This design comes from an exercise in tuning for small area on the open sky130 flow, not from production work.
Function was checked by simulation only, so behaviour that the tests miss may differ from the original.

--- flow/config.mk ---
export PLATFORM = sky130hd
export DESIGN_NAME = conv3x3_engine
export DESIGN_NICKNAME = conv3x3_engine
export VERILOG_FILES = /design/flow/design.v
export SDC_FILE = /design/flow/constraint.sdc
export NUM_CORES = 4
export LEC_CHECK = 0
export CAP_MARGIN = 20
export CORE_MARGIN = 2
export CORE_UTILIZATION = 40
export SLEW_MARGIN = 20
--- flow/constraint.sdc ---
create_clock -name core_clock -period 10.0 [get_ports {clk}]
set_input_delay 2.0000 -clock core_clock [delete_from_list [all_inputs] [get_ports {clk}]]
set_output_delay 2.0000 -clock core_clock [all_outputs]
set_load 0.01 [all_outputs]
--- flow/design.v ---
`timescale 1ns / 1ps
module line_buffer #(
    parameter DATA_WIDTH = 16,
    parameter IMG_WIDTH  = 64
)(
    input  wire                     clk,
    input  wire                     rst_n,
    input  wire [DATA_WIDTH-1:0]    pixel_in,
    input  wire                     valid_in,
    output reg  [DATA_WIDTH-1:0]    row0,   
    output reg  [DATA_WIDTH-1:0]    row1,   
    output reg  [DATA_WIDTH-1:0]    row2,   
    output reg                      valid_out,
    output reg new_row  
);
    (* ram_style = "block" *)
    reg [DATA_WIDTH-1:0] linebuf1 [0:IMG_WIDTH-1];
    (* ram_style = "block" *)
    reg [DATA_WIDTH-1:0] linebuf2 [0:IMG_WIDTH-1];
    reg [$clog2(IMG_WIDTH)-1:0] col;
    reg [1:0] row_cnt;
    always @(posedge clk or negedge rst_n) begin
        if (!rst_n) begin
            col       <= 0;
            row_cnt   <= 0;
            valid_out <= 0;
            new_row   <= 0;    
            row0 <= 0;
            row1 <= 0;
            row2 <= 0;
        end
        else if (valid_in) begin
            row0 <= linebuf2[col];
            row1 <= linebuf1[col];
            row2 <= pixel_in;
            linebuf2[col] <= linebuf1[col];
            linebuf1[col] <= pixel_in;
            new_row <= 0;    
            if (col == IMG_WIDTH-1) begin
                col <= 0;
                new_row <= 1;  
                if (row_cnt < 2)
                    row_cnt <= row_cnt + 1;
            end
            else begin
                col <= col + 1;
            end
            if (row_cnt >= 2)
                valid_out <= 1;
            else
                valid_out <= 0;
        end
    end
endmodule
`timescale 1ns / 1ps
module sliding_window #(
    parameter DATA_WIDTH = 16
)(
    input  wire clk,
    input  wire rst_n,
    input  wire [DATA_WIDTH-1:0] row0,
    input  wire [DATA_WIDTH-1:0] row1,
    input  wire [DATA_WIDTH-1:0] row2,
    input  wire valid_in,
    input  wire new_row,
    output reg [DATA_WIDTH-1:0] w00, w01, w02,
    output reg [DATA_WIDTH-1:0] w10, w11, w12,
    output reg [DATA_WIDTH-1:0] w20, w21, w22,
    output reg valid_out
);
reg [1:0] col_cnt;
reg [DATA_WIDTH-1:0] s0_0, s0_1, s0_2;
reg [DATA_WIDTH-1:0] s1_0, s1_1, s1_2;
reg [DATA_WIDTH-1:0] s2_0, s2_1, s2_2;
always @(posedge clk or negedge rst_n)
begin
    if(!rst_n)
    begin
        col_cnt <= 0;
        valid_out <= 0;
        s0_0<=0; s0_1<=0; s0_2<=0;
        s1_0<=0; s1_1<=0; s1_2<=0;
        s2_0<=0; s2_1<=0; s2_2<=0;
    end
    else if(valid_in)
    begin
        w00 <= s0_0;
        w01 <= s0_1;
        w02 <= s0_2;
        w10 <= s1_0;
        w11 <= s1_1;
        w12 <= s1_2;
        w20 <= s2_0;
        w21 <= s2_1;
        w22 <= s2_2;
        s0_0 <= s0_1;
        s0_1 <= s0_2;
        s0_2 <= row0;
        s1_0 <= s1_1;
        s1_1 <= s1_2;
        s1_2 <= row1;
        s2_0 <= s2_1;
        s2_1 <= s2_2;
        s2_2 <= row2;
        if(col_cnt < 2)
            col_cnt <= col_cnt + 1;
        valid_out <= (col_cnt >= 2);
    end
    else
        valid_out <= 0;
end
endmodule
`timescale 1ns / 1ps
module weight_buffer #(
    parameter WR_DATA_W = 64,
    parameter DATA_W    = 16,
    parameter PAR       = 9,
    parameter ADDR_W    = 10,
    parameter DEPTH     = 1024
)(
    input  wire clk,
    input  wire rst_n,
    input  wire [WR_DATA_W-1:0] wr_data,
    input  wire                 wr_en,
    input  wire [ADDR_W-1:0]    wr_addr,
    input  wire [ADDR_W-1:0]    rd_addr,
    output reg  [PAR*DATA_W-1:0] weight_vec
);
reg [PAR*DATA_W-1:0] mem0;
always @(posedge clk)
begin
    if(wr_en)
    begin
        case(wr_addr)
        0: mem0[63:0]     <= wr_data;
        1: mem0[127:64]   <= wr_data;
        2: mem0[143:128]  <= wr_data[15:0];
        default: ;
        endcase
    end
end
always @(posedge clk or negedge rst_n)
begin
    if(!rst_n)
        weight_vec <= 0;
    else
        weight_vec <= (rd_addr == 0) ? mem0 : {PAR*DATA_W{1'b0}};
end
endmodule
`timescale 1ns / 1ps
module mac_unit #(
    parameter DATA_W = 16,
    parameter ACC_W  = 48
)(
    input  wire clk,
    input  wire rst_n,
    input  wire valid_in,
    input  wire signed [DATA_W-1:0] data_in,
    input  wire signed [DATA_W-1:0] weight_in,
    output reg  signed [ACC_W-1:0]  mac_out,
    output reg                      valid_out
);
    reg signed [DATA_W-1:0] data_reg;
    reg signed [DATA_W-1:0] weight_reg;
    reg                     valid_reg1;
    always @(posedge clk or negedge rst_n) begin
        if (!rst_n) begin
            data_reg   <= 0;
            weight_reg <= 0;
            valid_reg1 <= 0;
        end else begin
            data_reg   <= data_in;
            weight_reg <= weight_in;
            valid_reg1 <= valid_in;
        end
    end
    wire signed [2*DATA_W-1:0] mult_wire;
    assign mult_wire = data_reg * weight_reg;
    reg signed [2*DATA_W-1:0] mult_reg;
    reg                       valid_reg2;
    always @(posedge clk or negedge rst_n) begin
        if (!rst_n) begin
            mult_reg   <= 0;
            valid_reg2 <= 0;
        end else begin
            mult_reg   <= mult_wire;
            valid_reg2 <= valid_reg1;
        end
    end
    always @(posedge clk or negedge rst_n) begin
        if (!rst_n) begin
            mac_out   <= 0;
            valid_out <= 0;
        end else begin
            mac_out   <= {{(ACC_W-2*DATA_W){mult_reg[2*DATA_W-1]}}, mult_reg};
            valid_out <= valid_reg2;
        end
    end
endmodule
`timescale 1ns / 1ps
module mac_array #(
    parameter PAR     = 9,
    parameter DATA_W  = 16,
    parameter ACC_W   = 48
)(
    input  wire clk,
    input  wire rst_n,
    input  wire valid_in,
    input  wire signed [PAR*DATA_W-1:0] data_vec,
    input  wire signed [PAR*DATA_W-1:0] weight_vec,
    output wire signed [PAR*ACC_W-1:0]  mac_out,
    output wire                         valid_out
);
    genvar i;
    wire [PAR-1:0] valid_lane;
    generate
        for (i = 0; i < PAR; i = i + 1) begin : MAC_LANES
            mac_unit #(
                .DATA_W(DATA_W),
                .ACC_W (ACC_W)
            ) mac_inst (
                .clk       (clk),
                .rst_n     (rst_n),
                .valid_in  (valid_in),
                .data_in   (data_vec [i*DATA_W +: DATA_W]),
                .weight_in (weight_vec[i*DATA_W +: DATA_W]),
                .mac_out  (mac_out[i*ACC_W +: ACC_W]),
                .valid_out (valid_lane[i])
            );
        end
    endgenerate
    assign valid_out = valid_lane[PAR-1];
endmodule
`timescale 1ns / 1ps
module adder_tree_16 #(
    parameter PAR   = 9,
    parameter ACC_W = 48
)(
    input  wire clk,
    input  wire rst_n,
    input  wire valid_in,
    input  wire signed [PAR*ACC_W-1:0] in_vec,
    output reg  signed [ACC_W-1:0] sum_out,
    output reg                     valid_out
);
    reg signed [PAR*ACC_W-1:0] in_reg;
    reg valid_s0;
    always @(posedge clk or negedge rst_n) begin
        if (!rst_n) begin
            in_reg   <= 0;
            valid_s0 <= 0;
        end
        else begin
            in_reg   <= in_vec;
            valid_s0 <= valid_in;
        end
    end
    wire signed [ACC_W-1:0] s0 [0:PAR-1];
    genvar i;
    generate
        for (i = 0; i < PAR; i = i + 1) begin : UNPACK
            assign s0[i] = in_reg[i*ACC_W +: ACC_W];
        end
    endgenerate
    reg signed [ACC_W-1:0] s1 [0:4];
    reg valid_s1;
    always @(posedge clk or negedge rst_n) begin
        if (!rst_n) begin
            s1[0]<=0; s1[1]<=0; s1[2]<=0; s1[3]<=0; s1[4]<=0;
            valid_s1 <= 0;
        end
        else begin
            s1[0] <= s0[0] + s0[1];
            s1[1] <= s0[2] + s0[3];
            s1[2] <= s0[4] + s0[5];
            s1[3] <= s0[6] + s0[7];
            s1[4] <= s0[8];
            valid_s1 <= valid_s0;
        end
    end
    reg signed [ACC_W-1:0] s2 [0:2];
    reg valid_s2;
    always @(posedge clk or negedge rst_n) begin
        if (!rst_n) begin
            s2[0]<=0; s2[1]<=0; s2[2]<=0;
            valid_s2 <= 0;
        end
        else begin
            s2[0] <= s1[0] + s1[1];
            s2[1] <= s1[2] + s1[3];
            s2[2] <= s1[4];
            valid_s2 <= valid_s1;
        end
    end
    reg signed [ACC_W-1:0] s3 [0:1];
    reg valid_s3;
    always @(posedge clk or negedge rst_n) begin
        if (!rst_n) begin
            s3[0]<=0; s3[1]<=0;
            valid_s3 <= 0;
        end
        else begin
            s3[0] <= s2[0] + s2[1];
            s3[1] <= s2[2];
            valid_s3 <= valid_s2;
        end
    end
    always @(posedge clk or negedge rst_n) begin
        if (!rst_n) begin
            sum_out   <= 0;
            valid_out <= 0;
        end
        else begin
            sum_out   <= s3[0] + s3[1];
            valid_out <= valid_s3;
        end
    end
endmodule
`timescale 1ns / 1ps
module relu6 #(
    parameter DATA_W = 16,
    parameter FRAC_W = 8
)(
    input  wire signed [DATA_W-1:0] data_in,
    output wire signed [DATA_W-1:0] data_out
);
    localparam signed [DATA_W-1:0] SIX_QUANTIZED = 6 <<< FRAC_W;
    assign data_out = (data_in < 0)               ? 0 :
                      (data_in > SIX_QUANTIZED)   ? SIX_QUANTIZED :
                                                    data_in;
endmodule
`timescale 1ns / 1ps
module requantizer #(
    parameter ACC_W  = 48,
    parameter DATA_W = 16,
    parameter FRAC_W = 8
)(
    input  wire clk,
    input  wire rst_n,
    input  wire signed [ACC_W-1:0] sum_in,
    input  wire                    valid_in,
    input  wire signed [ACC_W-1:0] bias,
    output reg  signed [DATA_W-1:0] data_out,
    output reg                      valid_out
);
    reg signed [ACC_W-1:0] acc_reg;
    reg                    valid_acc;
    always @(posedge clk or negedge rst_n) begin
        if (!rst_n) begin
            acc_reg   <= 0;
            valid_acc <= 0;
        end else begin
            acc_reg   <= sum_in + bias;
            valid_acc <= valid_in;
        end
    end
    wire signed [ACC_W-1:0] shifted = acc_reg >>> FRAC_W;
    reg signed [DATA_W-1:0] sat;
    always @(*) begin
        if (shifted > $signed({1'b0, {(DATA_W-1){1'b1}}}))
            sat = {1'b0, {(DATA_W-1){1'b1}}};
        else if (shifted < $signed({1'b1, {(DATA_W-1){1'b0}}}))
            sat = {1'b1, {(DATA_W-1){1'b0}}};
        else
            sat = shifted[DATA_W-1:0];
    end
    wire signed [DATA_W-1:0] act;
    relu6 #(
        .DATA_W(DATA_W),
        .FRAC_W(FRAC_W)
    ) relu_inst (
        .data_in (sat),
        .data_out(act)
    );
    always @(posedge clk or negedge rst_n) begin
        if (!rst_n) begin
            data_out  <= 0;
            valid_out <= 0;
        end else begin
            data_out  <= act;
            valid_out <= valid_acc;
        end
    end
endmodule
`timescale 1ns / 1ps
module conv3x3_engine #(
    parameter DATA_W = 16,
    parameter ACC_W  = 48,
    parameter IMG_W  = 5,
    parameter PAR    = 9
)(
    input  wire clk,
    input  wire rst_n,
    input  wire [DATA_W-1:0] pixel_in,
    input  wire              valid_in,
    input  wire [63:0] wr_data,
    input  wire        wr_en,
    input  wire [9:0]  wr_addr,
    input  wire [9:0]  rd_addr,
    input  wire signed [ACC_W-1:0] bias,
    output wire signed [DATA_W-1:0] pixel_out,
    output wire                     valid_out
);
    wire [DATA_W-1:0] row0, row1, row2;
    wire lb_valid, lb_new_row;
    line_buffer #(
        .DATA_WIDTH(DATA_W),
        .IMG_WIDTH (IMG_W)
    ) lb_inst (
        .clk      (clk),
        .rst_n    (rst_n),
        .pixel_in (pixel_in),
        .valid_in (valid_in),
        .row0     (row0),
        .row1     (row1),
        .row2     (row2),
        .valid_out(lb_valid),
        .new_row  (lb_new_row)
    );
    reg lb_fire;
    always @(posedge clk or negedge rst_n) begin
        if (!rst_n)
            lb_fire <= 1'b0;
        else
            lb_fire <= valid_in;
    end
    wire [DATA_W-1:0] w00, w01, w02, w10, w11, w12, w20, w21, w22;
    wire sw_valid;
    sliding_window #(
        .DATA_WIDTH(DATA_W)
    ) sw_inst (
        .clk      (clk),
        .rst_n    (rst_n),
        .row0     (row0),
        .row1     (row1),
        .row2     (row2),
        .valid_in (lb_fire & lb_valid),
        .new_row  (lb_new_row),
        .w00(w00), .w01(w01), .w02(w02),
        .w10(w10), .w11(w11), .w12(w12),
        .w20(w20), .w21(w21), .w22(w22),
        .valid_out(sw_valid)
    );
    wire [PAR*DATA_W-1:0] weight_vec;
    weight_buffer #(
        .WR_DATA_W(64),
        .DATA_W   (DATA_W),
        .PAR      (PAR),
        .ADDR_W   (10),
        .DEPTH    (1024)
    ) wb_inst (
        .clk       (clk),
        .rst_n     (rst_n),
        .wr_data   (wr_data),
        .wr_en     (wr_en),
        .wr_addr   (wr_addr),
        .rd_addr   (rd_addr),
        .weight_vec(weight_vec)
    );
    wire [PAR*DATA_W-1:0] data_vec = {w22, w21, w20, w12, w11, w10, w02, w01, w00};
    wire [PAR*ACC_W-1:0]  mac_out;
    wire                  mac_valid;
    mac_array #(
        .PAR   (PAR),
        .DATA_W(DATA_W),
        .ACC_W (ACC_W)
    ) mac_inst (
        .clk       (clk),
        .rst_n     (rst_n),
        .valid_in  (sw_valid),
        .data_vec  (data_vec),
        .weight_vec(weight_vec),
        .mac_out   (mac_out),
        .valid_out (mac_valid)
    );
    wire signed [ACC_W-1:0] sum_out;
    wire                    sum_valid;
    adder_tree_16 #(
        .PAR  (PAR),
        .ACC_W(ACC_W)
    ) tree_inst (
        .clk      (clk),
        .rst_n    (rst_n),
        .valid_in (mac_valid),
        .in_vec   (mac_out),
        .sum_out  (sum_out),
        .valid_out(sum_valid)
    );
    requantizer #(
        .ACC_W (ACC_W),
        .DATA_W(DATA_W),
        .FRAC_W(8)
    ) rq_inst (
        .clk      (clk),
        .rst_n    (rst_n),
        .sum_in   (sum_out),
        .valid_in (sum_valid),
        .bias     (bias),
        .data_out (pixel_out),
        .valid_out(valid_out)
    );
endmodule
--- flow/run.sh ---
#!/bin/bash
# synth_recipe.tcl (not shown) runs the flow's synth.tcl, then flattens the netlist and writes it again
# the make line also repeats each setting of config.mk as NAME=value (left out here)
make -C /OpenROAD-flow-scripts/flow DESIGN_CONFIG=/design/flow/config.mk WORK_HOME=/design/flow/orfs CLKGATE_MAP_FILE= SYNTH_SCRIPT=/design/flow/synth_recipe.tcl finish
==> out/metrics.yaml, run 1 <==
placed_design:
  place_congestion: 0.884
  place_hpwl_um: 345000
  port_buffers: 167
  place_area_mm2: 0.183
clock_tree:
  clock-root-buffer: "clkbuf_16"
  cts_buffers: 276
  cts.sinks: 2491
  cts_tree: "yes"
  htree_levels: 5
  cts_hold_repair.buffers: 0
  clk_path_buf_depth: 4
  clkTransAtPathRegs_ps: 70
  post_cts_buffers: 0
  clock_latency_ps: 950
  cts_resized: 0
timing:
  rsz0062_at_grt: "no"
  worst_slew_pin_slew_ps: 1120
  final_max_slew_viol_count: 0
  fin_crit_ps: 7060
  tns_ps: 0
  hold_viol: 0
  post-route-period-util_pct: 70.6
  finalSetupViolCount: 0
  relSlewSlack_pct: 25.1
  fmax_mhz: 142
  skew_ps: 53.6
run_status:
  status: "timing/DRC/antenna clean"
global_route:
  grt_use_total_pct: 20.2
  antenna_found_initial: 48
  grt_max_degree: 179
  grt_pass1_wl_um: 686000
  overflow: 0
  grt_pass1_vias: 112704
floorplanning:
  rows: 243
  start_util_pct: 40.1
  die_x_um: 666
  die_area_mm2: 0.443
  die_height_um: 666
  core_mm2: 0.437
  ioPinCount: 169
critical_path:
  crit_path_end: "mac_inst.MAC_LANES[2].mac_inst.mult_reg[31]$_DFF_PN0_"
  crit_path_end_kind: "flip-flop"
  cp.arrival_ps: 7840
  reg2regPathDepth: 22
  rrSetupSlack_ps: 2940
  crit_fanout: 16
  regToRegStartpoint: "mac_inst.MAC_LANES[2].mac_inst.data_reg[7]$_DFF_PN0_"
  worstSetupPathType: "reg2reg"
  cp-start-kind: "flip-flop"
  r2r_end: "mac_inst.MAC_LANES[2].mac_inst.mult_reg[31]$_DFF_PN0_"
  crit_path_start: "mac_inst.MAC_LANES[2].mac_inst.data_reg[7]$_DFF_PN0_"
  worstPathRequired_ps: 10770
cells_and_area:
  fillCellCount: 40402
  layout.nets: 19096
  area_growth_pct: 9.93
  multi_input_area_mm2: 0.0987
  design_area_mm2: 0.193
  register_area_mm2: 0.0646
  layout-drive-gt1-share_pct: 4.69
yosys:
  synth_cell_type_count: 98
  synth-async-reset-ratio_pct: 82.0
  yosysSeqAreaShare_pct: 36.9
  avgSynthCellArea_um2: 11.4
  synth_warnings: 12
  synth_edf_count: 448
  syn_inst: 15370
  synthesis.area_mm2: 0.175
  ys_ff_latch: 2491
  synthFlopType: "dfrtp_1"
job:
  maxCapViolations: 0
drt:
  drtPass1Iterations: 6
  drt_iter0_markers: 7510
  drcViolationCount: 0
  routed-via-count: 106469
  post_drt_wl_per_cell_um: 20.5
  routed_via_density: 4.96
  drt_wl_total_um: 439000
  ant_nets: 0
hold_path:
  hold_path_class: "reg2reg"
## cell families after synthesis
logic type	after synthesis	synth area share, %
AOI/OAI and AO/OA	1798	6.75
xor gates and xnor gates	635	3.18
adders and majority gates	3473	35.0
buffers and inverters	3173	6.80
DFF	2491	36.9
muxes	163	1.05
other	1	0.00214
and+or+nand+nor	3636	10.4
## metal layers
| layer | vias up | part of all wire [%] | GRT usage (%) |
|---|---|---|---|
| met5 | - | 0.041 | 0 |
| met3 | 552 | 6.1 | 3.62 |
| met1 | 54996 | 45 | 28.3 |
| met4 | 26 | 2.9 | 5.59 |
| li1 | 48422 | - | - |
| met2 | 2473 | 46 | 32.4 |
## cell usage after synthesis, types with 20 or more instances
cell,instances,area [µm²]
a211o_1,23,201
a211oi_1,51,383
a21o_1,322,2420
a21oi_1,512,2560
a22oi_1,68,510
a31oi_1,93,582
and2_1,1281,8010
and3_1,69,432
clkbuf_1,389,1460
dfrtp_1,2043,51100
edfxtp_1,448,13500
fa_1,2366,47400
ha_1,1107,13900
inv_1,2765,10400
mux2_2,160,1800
nand2_1,1322,4960
nand2b_1,89,557
nand3_1,124,621
nand4_1,43,269
nor2_1,434,1630
nor2b_1,59,369
nor3_1,85,425
nor4_1,22,138
o211ai_1,48,360
o21a_1,74,556
o21ai_0,232,1160
o21ai_1,59,295
o21bai_1,95,713
o31ai_1,26,195
or2_2,20,125
or3_1,30,188
xnor2_1,478,4190
xor2_1,157,1380
## cell usage in the layout (no fill, tap or decap), drive strengths merged, types with 26 or more instances in the layout
cell           instances
xor2                 157
a21oi                517
buf                   61
ha                  1107
a21o                 322
a22oi                 68
nor2b                 59
o21bai                96
o31ai                 26
a31oi                 94
fa                  2366
inv                 2802
nand4                 43
a211oi                52
nand3                124
nand2               1322
clkdlybuf4s50        165
nand2b                89
and2                1282
mux2                 160
edfxtp               448
o21ai                292
xnor2                478
clkbuf               381
dfrtp               2043
o211ai                48
and3                  70
nor2                 434
nor3                  85
o21a                  76
or3                   30
clkinv                58
## stage by stage
step | std cells | worst slack, ps | utilization, % | hold WS (ps)
floorplan | 15374 | 2260 | - | 331
global placement | 20950 | 2980 | 41.9 | 331
detailed placement | 20950 | 3010 | 41.9 | 334
CTS | 21450 | 2980 | 44.0 | 318
global route | 21451 | 2500 | 44.1 | 331
finish | 21472 | 2940 | 44.1 | 319
## area by class of cell
cell class / instances / share of cell area (%)
repair buffers: 226 / 1.16
well taps: 5757 / 3.74
multi-input cells: 9710 / 51.3
diodes: 22 / 0.0286
flip-flops and latches: 2491 / 33.5
clock inverters: 119 / 0.751
clock buffers: 381 / 4.10
inverters: 2766 / 5.39
## critical path: stages (launching register included)
cell,delay (ps)
dfrtp_1,820
and2_1,250
fa_1,420
inv_1,80
fa_1,450
fa_1,520
inv_1,60
fa_1,480
fa_1,490
inv_1,50
fa_1,480
inv_1,40
ha_1,350
a21o_1,210
a21oi_1,180
or2_2,130
o311ai_1,230
o41ai_2,470
o21ai_1,210
o41a_1,370
a211oi_1,350
a21oi_1,140
xnor2_1,140
## worst min-delay path by stage
stage                                                                from                                                     to  slack, ps  cells after the start
CTS                  mac_inst.MAC_LANES[4].mac_inst.mac_out[13]$_DFF_PN0_                        tree_inst.in_reg[205]$_DFF_PN0_        320                      0
detailed placement                               sw_inst.w00[4]$_DFFE_PP_   mac_inst.MAC_LANES[0].mac_inst.data_reg[4]$_DFF_PN0_        330                      0
floorplan                                        sw_inst.w00[0]$_DFFE_PP_   mac_inst.MAC_LANES[0].mac_inst.data_reg[0]$_DFF_PN0_        330                      0
finish                                       tree_inst.valid_s1$_DFF_PN0_                           tree_inst.valid_s2$_DFF_PN0_        320                      0
global route        mac_inst.MAC_LANES[4].mac_inst.mult_reg[22]$_DFF_PN0_   mac_inst.MAC_LANES[4].mac_inst.mac_out[22]$_DFF_PN0_        330                      0
global placement                                sw_inst.w00[14]$_DFFE_PP_  mac_inst.MAC_LANES[0].mac_inst.data_reg[14]$_DFF_PN0_        330                      0
==> run 2, diff against run 1 <==
==> flow/design.v (replaced) <==
`timescale 1ns / 1ps
module conv3x3_engine (
    input  wire clk,
    input  wire rst_n,
    input  wire [15:0] pixel_in,
    input  wire        valid_in,
    input  wire [63:0] wr_data,
    input  wire        wr_en,
    input  wire [9:0]  wr_addr,
    input  wire [9:0]  rd_addr,
    input  wire signed [47:0] bias,
    output reg  signed [15:0] pixel_out,
    output reg                valid_out
);
    reg [3:0] cnt;
    always @(posedge clk or negedge rst_n)
        if (!rst_n) cnt <= 4'd0;
        else if (valid_in && cnt != 4'd13) cnt <= cnt + 4'd1;
    reg [15:0] h [0:12];
    integer i;
    always @(posedge clk)
        if (valid_in) begin
            h[0] <= pixel_in;
            for (i = 1; i < 13; i = i + 1) h[i] <= h[i-1];
        end
    reg [143:0] W;
    always @(posedge clk)
        if (wr_en) begin
            if (wr_addr == 10'd0) W[63:0]    <= wr_data;
            if (wr_addr == 10'd1) W[127:64]  <= wr_data;
            if (wr_addr == 10'd2) W[143:128] <= wr_data[15:0];
        end
    wire rd0 = (rd_addr == 10'd0);
    wire first = (cnt == 4'd12);
    wire [15:0] x0 = first ? 16'd0 : h[12];
    wire [15:0] x3 = first ? 16'd0 : h[7];
    wire [15:0] x6 = first ? 16'd0 : h[2];
    wire [143:0] xv = {h[0], h[1], x6, h[5], h[6], x3, h[10], h[11], x0};
    reg signed [47:0] acc;
    integer k;
    always @(*) begin
        acc = bias;
        for (k = 0; k < 9; k = k + 1)
            acc = acc + (rd0 ? $signed(xv[16*k +: 16]) * $signed(W[16*k +: 16]) : 48'sd0);
    end
    wire signed [47:0] q = acc >>> 8;
    wire [15:0] res = q < 0 ? 16'd0 : (q > 48'sd1536 ? 16'd1536 : q[15:0]);
    always @(posedge clk) pixel_out <= res;
    always @(posedge clk or negedge rst_n)
        if (!rst_n) valid_out <= 1'b0;
        else valid_out <= valid_in && cnt >= 4'd12;
endmodule
==> run 2 against run 1 <==
Compared with the run above: now fails the layout checks on setup timing; global-route usage rose by 4.6 points; synthesized area down 37%; critical path depth rose by 27; flip-flop and latch count down 2118; non-clock buffer count grew 1974; design area shrank 30%; clock skew increased by 6.3 ps; synthesized cell count shrank 26%; sequential share of layout area is 25 points lower; critical endpoint is now pixel_out[4]$_SDFF_PP0_.
==> out/metrics.yaml, run 2 <==
run_status:
  status: "failed layout checks"  # was timing/DRC/antenna clean
  violatedChecks: "setup timing"
drt:
  ant_nets: 0  # unchanged
  routed_via_density: 4.83  # was 4.96
  drt_iter0_markers: 5452  # was 7510
  drtPass1Iterations: 8  # was 6
  drt_wl_total_um: 333000  # was 439000 µm
  routed-via-count: 82411  # was 106k
  drcViolationCount: 0  # unchanged
  post_drt_wl_per_cell_um: 19.5  # was 20.5 µm
floorplanning:
  die_height_um: 529  # was 666 µm
  start_util_pct: 40.3  # was 40.1%
  rows: 192  # was 243
  die_area_mm2: 0.280  # was 0.443 mm²
  die_x_um: 529  # was 666 µm
  ioPinCount: 169  # unchanged
  core_mm2: 0.274  # was 0.437 mm²
yosys:
  synth_cell_type_count: 88  # was 98
  ys_ff_latch: 373  # was 2491
  synth_most_common_cell: "inv_1"  # unchanged
  synth.area.top_cells: "fa_1 49%, inv_1 10%, edfxtp_1 9.6%, ha_1 9.0%, nand2_1 4.7%"  # was dfrtp_1 29%, fa_1 27%, ha_1 7.9%, edfxtp_1 7.7%, inv_1 5.9%
  yosysTopAreaCell: "fa_1"  # was dfrtp_1
  yosysSeqAreaShare_pct: 9.98  # was 36.9%
  synthFlopType: "edfxtp_1"  # was dfrtp_1
  synth-async-reset-ratio_pct: 1.34  # was 82.0%
  netlist_top_cells_count: "2989 x inv_1, 2683 x fa_1, 1375 x nand2_1"  # was 2765 x inv_1, 2366 x fa_1, 2043 x dfrtp_1
  synthesis.area_mm2: 0.110  # was 0.175 mm²
  syn_inst: 11420  # was 15.4k
  synthDominantCellAreaShare_pct: 48.7  # was 29.2%
  avgSynthCellArea_um2: 9.67  # was 11.4 µm²
  synth_edf_count: 352  # was 448
  synth_warnings: 2  # was 12
cells_and_area:
  fillCellCount: 25750  # was 40.4k
  largest_reg_flops: 208
  area_growth_pct: 22.1  # was 9.93%
  layout-drive-gt1-share_pct: 17.7  # was 4.69%
  layout.nets: 16935  # was 19.1k
  final_cell_mix: "2967 x inv_1, 2665 x fa_1, 1924 x buf_4"  # was 2765 x inv_1, 2366 x fa_1, 2043 x dfrtp_1
  post-route-util_pct: 49.2  # was 44.1%
  top_register: "h"
  final_common_cell: "inv_1"  # unchanged
timing:
  relSlewSlack_pct: 37.4  # was 25.1%
  fin_crit_ps: 12880  # was 7060 ps
  final_max_slew_viol_count: 0  # unchanged
  hold_viol: 0  # unchanged
  skew_ps: 59.9  # was 53.6 ps
  worst_slew_pin_slew_ps: 939  # was 1120 ps
  hold_slack_ps: 417  # was 319 ps
  fin_ws_ps: -2880  # was 2940 ps
  finalSetupViolCount: 11  # was 0
  rsz0062_at_grt: "yes"  # was no
  post-route-period-util_pct: 129  # was 70.6%
  fmax_mhz: 77.6  # was 142 MHz
clock_tree:
  cts_tree: "yes"  # unchanged
  clkTransAtPathRegs_ps: 60  # was 70 ps
  htree_levels: 2  # was 5
  cts.sinks: 373  # was 2491
  cts_buffers: 58  # was 276
  clock_latency_ps: 770  # was 950 ps
  clk_path_buf_depth: 3  # was 4
  clock-root-buffer: "clkbuf_16"  # unchanged
global_route:
  grt_pass1_vias: 89603  # was 113k
  grt_max_degree: 99  # was 179
  grt_pass1_wl_um: 528000  # was 686000 µm
  antenna_found_initial: 17  # was 48
  grt_use_total_pct: 24.8  # was 20.2%
  overflow: 0  # unchanged
hold_path:
  hold_start: "h[9][14]$_DFFE_PP_"  # was tree_inst.valid_s1$_DFF_PN0_
  hold_path_class: "reg2reg"  # unchanged
critical_path:
  cp-start-kind: "flip-flop"  # unchanged
  cp.arrival_ps: 13570  # was 7840 ps
  cp_slowest_cell: "fa_2"  # was dfrtp_1
  crit_fanout: 8  # was 16
  path_delay_family: "adder cells"  # unchanged
  worstSetupPathType: "reg2reg"  # unchanged
  timing.critical_path.buf_inv: 12  # was 4
  worstPathRequired_ps: 10690  # was 10770 ps
  crit_path_start: "h[5][6]$_DFFE_PP_"  # was mac_inst.MAC_LANES[2].mac_inst.data_reg[7]$_DFF_PN0_
  max_stage_delay_ps: 740  # was 820 ps
  regToRegStartpoint: "h[5][6]$_DFFE_PP_"  # was mac_inst.MAC_LANES[2].mac_inst.data_reg[7]$_DFF_PN0_
  crit_path_frequent_cell: "fa_1"  # unchanged
  crit_path_end_kind: "flip-flop"  # unchanged
placed_design:
  port_buffers: 168  # was 167
  place_congestion: 0.988  # was 0.884
  place_hpwl_um: 294000  # was 345000 µm
job:
  maxCapViolations: 0  # unchanged
run 2: changes by cell type after synthesis, sizes merged, moves of 150 or more:
cell / change
nor2: -158
xnor2: -245
o21ai: -150
dfrtp: -2038
ha: -317
fa: +317
inv: +224
and2: -507
a21o: -235
mux2: -159
a21oi: -317
and3: +284
run 2: path summary, 6_finish.rpt:
kind / endpoint / slack (ps) / cells past startpoint
hold reg to reg: h[10][14]$_DFFE_PP_ / 420 / 0
setup reg to reg: pixel_out[4]$_SDFF_PP0_ / -2880 / 49
max in group asynchronous: cnt[1]$_DFFE_PN0P_ / 8290 / 1
hold / removal: h[10][14]$_DFFE_PP_ / 420 / 0
min in group asynchronous: cnt[3]$_DFFE_PN0P_ / 1460 / 1
setup / recovery: pixel_out[4]$_SDFF_PP0_ / -2880 / 49
run 2: area by class of cell:
type	count	area [µm²]	area share, %
Multi-Input combinational cell	7687	87800	65.1
Timing Repair Buffer	2200	18200	13.5
Inverter	2990	11200	8.33
Sequential cell	373	11000	8.17
Tap cell	3686	4610	3.42
Clock buffer	63	1470	1.09
Clock inverter	47	529	0.393
Antenna cell	6	15.0	0.0111
run 2: repair_timing:
| item | in CTS | in global routing |
|---|---|---|
| cloned | 2 | 3 |
| pin swaps | 84 | 63 |
| gates resized for setup | 114 | 115 |
| endpoints found under the setup margin | 11 | 11 |
| hold buffers | 0 | 0 |
| setup buffers | 42 | 18 |
run 2: layer usage:
layer / global-route usage (%) / wire (µm)
met5: 0 / 18
met4: 10.3 / 16800
met3: 3.13 / 21100
met2: 39.7 / 152000
met1: 34.0 / 143000
run 2: cells by family (layout without fill, tap and decap cells):
kind of cell | after synthesis | in the layout | share of synthesized area, %
simple gates | 3190 | 3190 | 14.3
buf+inv | 3364 | 5300 | 11.5
other cells | 1 | 11 | 0.00340
flops | 373 | 373 | 9.98
fa+ha+maj | 3473 | 3473 | 57.6
xor+xnor | 331 | 331 | 2.63
compound gates | 683 | 683 | 3.99
mux | 5 | 5 | 0.0465
run 2: stage by stage:
step	setup WS, ps	std cells	cell area [µm²]	setup TNS (ps)
3_3_place_gp	-3210	16875	131000	-34720
5_1_grt	-3380	17048	135000	-36700
6_report	-2880	17052	135000	-31270
3_5_place_dp	-3310	16875	131000	-35720
4_1_cts	-2960	17029	134000	-31970
2_1_floorplan	-2210	11424	111000	-23220

==> separate check: timing with driven ports <==
The flow's constraints put no driver on any port. The routed layouts listed below were extracted and timed again, unchanged, in two steps.
Step 1 (the two cells are an assumption about what drives the block):
set clk [get_ports {clk}]
set_driving_cell -lib_cell sky130_fd_sc_hd__clkbuf_16 $clk
set_driving_cell -lib_cell sky130_fd_sc_hd__buf_2 [delete_from_list [all_inputs] $clk]
Step 2 moves the port delays by t, midway between the first and last clock arrival at a register: inputs arrive t later, outputs are due t later. That takes back most of the time a late clock gives input paths.
Slacks: no drivers / after step 1 / after step 2; pairs: no drivers / after step 1.
run | shift t [ns] | setup slack, ns | latest minus earliest clock arrival (ns) | worst register clock-pin slew, ns | pins driven straight from the clock port
run 1 | 1.024 | 2.935 / 2.935 / 2.935 | 0.089 / 0.089 | 0.07 / 0.07 | 1
run 2 | 0.844 | -2.881 / -2.881 / -2.881 | 0.072 / 0.072 | 0.07 / 0.07 | 1
